Source: an optimization exercise on an open RTL-to-GDS flow (aim: small area, a short achievable clock period and few clock cycles per item). Production flows keep margins and buffers that such runs may drop.
Function was checked by simulation only, so behaviour that the tests miss may differ from the original.

==> flow/design.v (excerpt) <==
module fpadder (output logic [31:0] sum, output logic ready,
		 input logic [31:0] a, input logic clock, nreset);
==> flow/config.mk <==
export PLATFORM = sky130hd
export DESIGN_NAME = fpadder
export DESIGN_NICKNAME = fpadder
export VERILOG_FILES = /design/flow/design.v
export SDC_FILE = /design/flow/constraint.sdc
export NUM_CORES = 4
export LEC_CHECK = 0
export CAP_MARGIN = 20
export CORE_MARGIN = 2
export CORE_UTILIZATION = 40
export CTS_BUF_LIST = sky130_fd_sc_hd__clkbuf_4 sky130_fd_sc_hd__clkbuf_8
export SLEW_MARGIN = 20
==> flow/constraint.sdc <==
create_clock -name core_clock -period 5.0 [get_ports {clock}]
set_input_delay 1.0000 -clock core_clock [delete_from_list [all_inputs] [get_ports {clock}]]
set_output_delay 1.0000 -clock core_clock [all_outputs]
set_load 0.01 [all_outputs]
standard.sh (not shown) runs the stock make flow with config.mk's settings and CLKGATE_MAP_FILE= SYNTH_SCRIPT=/design/flow/synth_recipe.tcl, a recipe that flattens the netlist after the stock synthesis.
==> flow/flow/run.sh <==
#!/bin/bash
# Standard layout (standard synthesis unchanged), except that the ports are
# buffered with plain buffers instead of the resizer's default pick (a delay
# cell).
set -euo pipefail
export BUFFER_PORTS_ARGS="-buffer_cell sky130_fd_sc_hd__buf_2"
bash standard.sh synth > synth.log 2>&1
bash standard.sh > layout.log 2>&1
Testbench counts at the start, summed over its fixed seeds: cycles 106,173, ops 32,000.
Change:
==> flow/run.sh (new file) <==
#!/bin/bash
# synth_recipe.tcl (not shown) runs the flow's synth.tcl, then flattens the netlist and writes it again
# the make line also repeats each setting of config.mk as NAME=value (left out here)
make -C /OpenROAD-flow-scripts/flow DESIGN_CONFIG=/design/flow/config.mk WORK_HOME=/design/flow/orfs CLKGATE_MAP_FILE= SYNTH_SCRIPT=/design/flow/synth_recipe.tcl finish
CAP_MARGIN = 0   (was 20)
CORE_UTILIZATION = 60   (was 40)
CTS_BUF_LIST = sky130_fd_sc_hd__clkbuf_8   (was sky130_fd_sc_hd__clkbuf_4 sky130_fd_sc_hd__clkbuf_8)
SLEW_MARGIN = 0   (was 20)
removed: flow/flow/run.sh
removed: flow/standard.sh
With this change the flow completed, yet does not pass: setup timing.
Clock-buffer cell count does not change.
Die area decreases by 33%.
Worst setup slack gets worse by 0.24 ns.
Synthesized area is unchanged.
Utilization increases by 29 points.
Flip-flop and latch count is unchanged.
Maximum frequency decreases by 4.7%.
Cell count decreases by 3.8%.
Change:
==> flow/flow/run.sh (new file) <==
#!/bin/bash
# Standard layout (standard synthesis unchanged), except that the ports are
# buffered with plain buffers instead of the resizer's default pick (a delay
# cell).
set -euo pipefail
export BUFFER_PORTS_ARGS="-buffer_cell sky130_fd_sc_hd__buf_2"
bash standard.sh synth > synth.log 2>&1
bash standard.sh > layout.log 2>&1
==> flow/standard.sh (new file) <==
#!/bin/bash
# synth_recipe.tcl (not shown) runs the flow's synth.tcl, then flattens the netlist and writes it again
# the make line also repeats each setting of config.mk as NAME=value (left out here)
make -C /OpenROAD-flow-scripts/flow DESIGN_CONFIG=/design/flow/config.mk WORK_HOME=/design/flow/orfs CLKGATE_MAP_FILE= SYNTH_SCRIPT=/design/flow/synth_recipe.tcl "${@:-finish}"
CAP_MARGIN = 20   (was 0)
CORE_UTILIZATION = 40   (was 60)
CTS_BUF_LIST = unset   (was sky130_fd_sc_hd__clkbuf_8)
SLEW_MARGIN = 20   (was 0)
removed: flow/run.sh
This time the run passed the timing, DRC and antenna checks.
Critical path depth falls by 1.
Global-route usage fell by 12 points.
Area after synthesis does not change.
Sequential share of layout area grows by 0.84 points.
Via count decreases by 5.7%.
Hold slack loses 0.013 ns.
First-iteration DRC count fell by 23%.
Non-clock buffer count came out lower by 39.
Final area falls by 6.4%.
Wire length is about the same.
Change:
ABC_AREA = 1   (was unset)
=> Worst setup slack improved by 0.0031 ns. Global-route usage climbs by 0.78 points.

========
## build 41
The RTL this note starts from:
==> flow/design.v <==
module fpadder (output logic [31:0] sum, output logic ready,
		 input logic [31:0] a, input logic clock, nreset);
logic s_a, s_b, s_c, s_v, s_n;
logic [31:0] R;           
logic [23:0] Q;           
logic        sub;         
logic        spec;        
logic        flip;        
logic [7:0]  eA, eB, dd;
logic        azero, bzero, swp, aspec, bspec, nan;
logic [23:0] mS, mSal;
always_comb begin
  eA = R[30:23];
  eB = a[30:23];
  azero = (R[30:0] == '0);
  bzero = (a[30:0] == '0);
  swp = (eA < eB) | azero;
  dd  = swp ? (eB - eA) : (eA - eB);
  aspec = (eA == 8'hff);
  bspec = (eB == 8'hff);
  nan = (aspec && (R[22:0] != '0)) || (bspec && (a[22:0] != '0))
        || (aspec && bspec && (R[31] ^ a[31]));
  mS = {1'b1, swp ? R[22:0] : a[22:0]};
  mSal = (azero || bzero || dd >= 8'd24) ? 24'd0 : (mS >> dd[4:0]);
end
logic [23:0] p, q;
logic [24:0] D;
logic        neg, far, cy, ovf;
always_comb begin
  p = {1'b1, R[22:0]} & {24{~s_v}};
  q = Q ^ {24{sub}};
  D = {1'b0, p} + {1'b0, q} + {24'd0, sub};
  neg = sub & ~D[24] & s_c;             
  far = sub ? (D[24] | s_v) & D[23] : 1'b1;
  cy  = ~sub & D[24];                   
  ovf = cy & (R[30:23] == 8'hfe);
end
logic [4:0]  lz;
logic [23:0] N;
always_comb begin
  lz = 5'd0;
  for (int i = 0; i < 24; i++)
    if (Q[i]) lz = 5'(23 - i);
  N = Q << lz;
end
assign ready = s_n | ((s_c | s_v) & ~spec & ~neg & far);
always_comb begin
  if (s_n)
    sum = {R[31] ^ flip, R[30:23] - {3'd0, lz}, N[22:0]};
  else if (cy)
    sum = {R[31], R[30:23] + 8'd1, D[23:1] & {23{~ovf}}};
  else
    sum = {R[31] ^ s_v, R[30:23], D[22:0]};
end
always_ff @(posedge clock, negedge nreset)
  if (~nreset) begin
    {s_a, s_b, s_c, s_v, s_n} <= '0;
  end else begin
    s_a <= ready;
    s_b <= s_a;
    s_c <= s_b;
    s_v <= s_c & ~spec & neg;
    s_n <= ((s_c | s_v) & (spec | (~neg & ~far))) | ~(s_a | s_b | s_c | s_v | s_n);
  end
always_ff @(posedge clock) begin
  flip <= 1'b0;
  if (~(s_a | s_b | s_c | s_v | s_n)) begin
    R <= '0;
    Q <= '0;
  end else if (s_b) begin
    if (aspec | bspec) begin
      R[31:23] <= {nan | (aspec ? R[31] : a[31]), 8'hff};
      Q <= {1'b1, {23{nan}}};
    end else begin
      if (swp) R <= a;
      Q <= mSal;
    end
    sub  <= R[31] ^ a[31];
    spec <= aspec | bspec;
  end else if ((s_c | s_v) & ~spec) begin
    Q <= D[23:0];
    flip <= s_v;
    if (s_c & sub & (D[23:0] == '0))
      R[31:23] <= '0;
  end else if (s_a | s_n)
    R <= a;
end
endmodule
clock: 5.0 ns
lec_check: 0
cap_margin: 20
core_margin: 2
core_utilization: 55
slew_margin: 20
==> flow/flow/run.sh <==
#!/bin/bash
# Standard layout (standard synthesis unchanged), except that the ports are
# buffered with plain buffers instead of the resizer's default pick (a delay
# cell).
set -euo pipefail
export BUFFER_PORTS_ARGS="-buffer_cell sky130_fd_sc_hd__buf_2"
bash standard.sh synth > synth.log 2>&1
bash standard.sh > layout.log 2>&1
Build 41 completed end to end with timing, DRC and antenna clean.
Testbench counts of build 41, summed over its fixed seeds: cycles 106,173, ops 32,000.
What build 97 does differently from build 41 at the input level:
- swapping 55 for 40 in CORE_UTILIZATION
- putting SETUP_SLACK_MARGIN at 0.5 where nothing was set
[summary]
Looking at global-route usage across build 41 and build 97, the one that comes out higher is build 41.
Insertion delay to the later sink of the worst-skew pair essentially unchanged between build 41 and build 97.
Sort build 41 and build 97 by share of the core filled with cells desc -> top: build 41
Summary: with build 41 as the reference, final area in build 97 moved up by more than 10%.
Input-level comparison between build 64 and build 97:
- swapping 0.5 for 1.0 in SETUP_SLACK_MARGIN
- putting TNS_END_PERCENT at 10 where nothing was set
==> comparison <==
Build 64: no failed stages, no open violations at the end. As of build 64, routed wire length had fallen by a few percent compared to build 97. Diff build 64 and build 97: number of resized instances in the post-cts repair step lower in build 64. Build 97 and build 64 ended up with roughly the same final critical-path share of the clock period. Utilization build 97 -> build 64: down. Relative to build 97, slew at the pin closest to its max-slew limit increased by 10 ps in build 64. Sequential share of layout area on build 64 is up relative to build 97. Any difference in count of input and output buffers between build 64 and build 97 is small enough to ignore. Build 64: number of clock buffers in the layout lower than build 97.
#### Input delta (build 43 over build 64)
- TNS_END_PERCENT: 10 -> unset
- SETUP_SLACK_MARGIN: 1.0 -> unset
==> flow/run.sh (new file) <==
#!/bin/bash
# synth_recipe.tcl (not shown) runs the flow's synth.tcl, then flattens the netlist and writes it again
# the make line also repeats each setting of config.mk as NAME=value (left out here)
make -C /OpenROAD-flow-scripts/flow DESIGN_CONFIG=/design/flow/config.mk WORK_HOME=/design/flow/orfs CLKGATE_MAP_FILE= SYNTH_SCRIPT=/design/flow/synth_recipe.tcl finish
removed: flow/flow/run.sh
removed: flow/standard.sh
==> results.txt <==
- Compared to build 64, build 43 has via count about 2.3% higher.
- Between build 64 and build 43, the length of routed met3 wiring is lower for build 64.
- The fraction of layout instances using a drive strength above 1 number comes out lower for build 43 vs build 64.
- Final non-filler cell area deteriorates in build 43 relative to build 64.
- Taking build 64 as the reference, in build 43 timing-limited maximum frequency went down by 5.7%; aggregate routed wire length grew by 510 microns.

==> afterwards: timing with drivers on the ports <==
How much do the figures lean on ideal ports? The routed layouts below were timed once more, with nothing changed but the port constraints. Step 1, drivers: a clkbuf_16 drives clock and a buf_2 each remaining input, both assumed. Step 2 moves the port delays by t, midway between the first and last clock arrival at a register: inputs arrive t later, outputs are due t later. That takes back most of the time a late clock gives input paths. a / b / c = ideal ports / drivers / drivers and shift; a / b = the first two.
run | t, ns | setup slack, ns | worst setup path after step 2
the first run of note 1 | 0.409 | 0.124 / 0.085 / 0.130 | input to register
the second run of note 1 | 0.393 | -0.118 / -0.153 / -0.099 | input to register
the third run of note 1 | 0.383 | 0.203 / 0.155 / 0.147 | input to register
the fourth run of note 1 | 0.384 | 0.206 / 0.161 / 0.405 | input to register
build 41 | 0.385 | 0.146 / 0.101 / 0.199 | input to register
build 97 | 0.374 | 0.422 / 0.380 / 0.327 | input to register
build 64 | 0.391 | 0.419 / 0.372 / 0.202 | input to register
build 43 | 0.376 | 0.142 / 0.099 / -0.030 | input to register
With both steps, setup timing fails in build 43, where it was met with ideal ports. The setup slack of build 64, which loses most, moves by -0.047 ns with the drivers and by -0.217 ns with both steps.
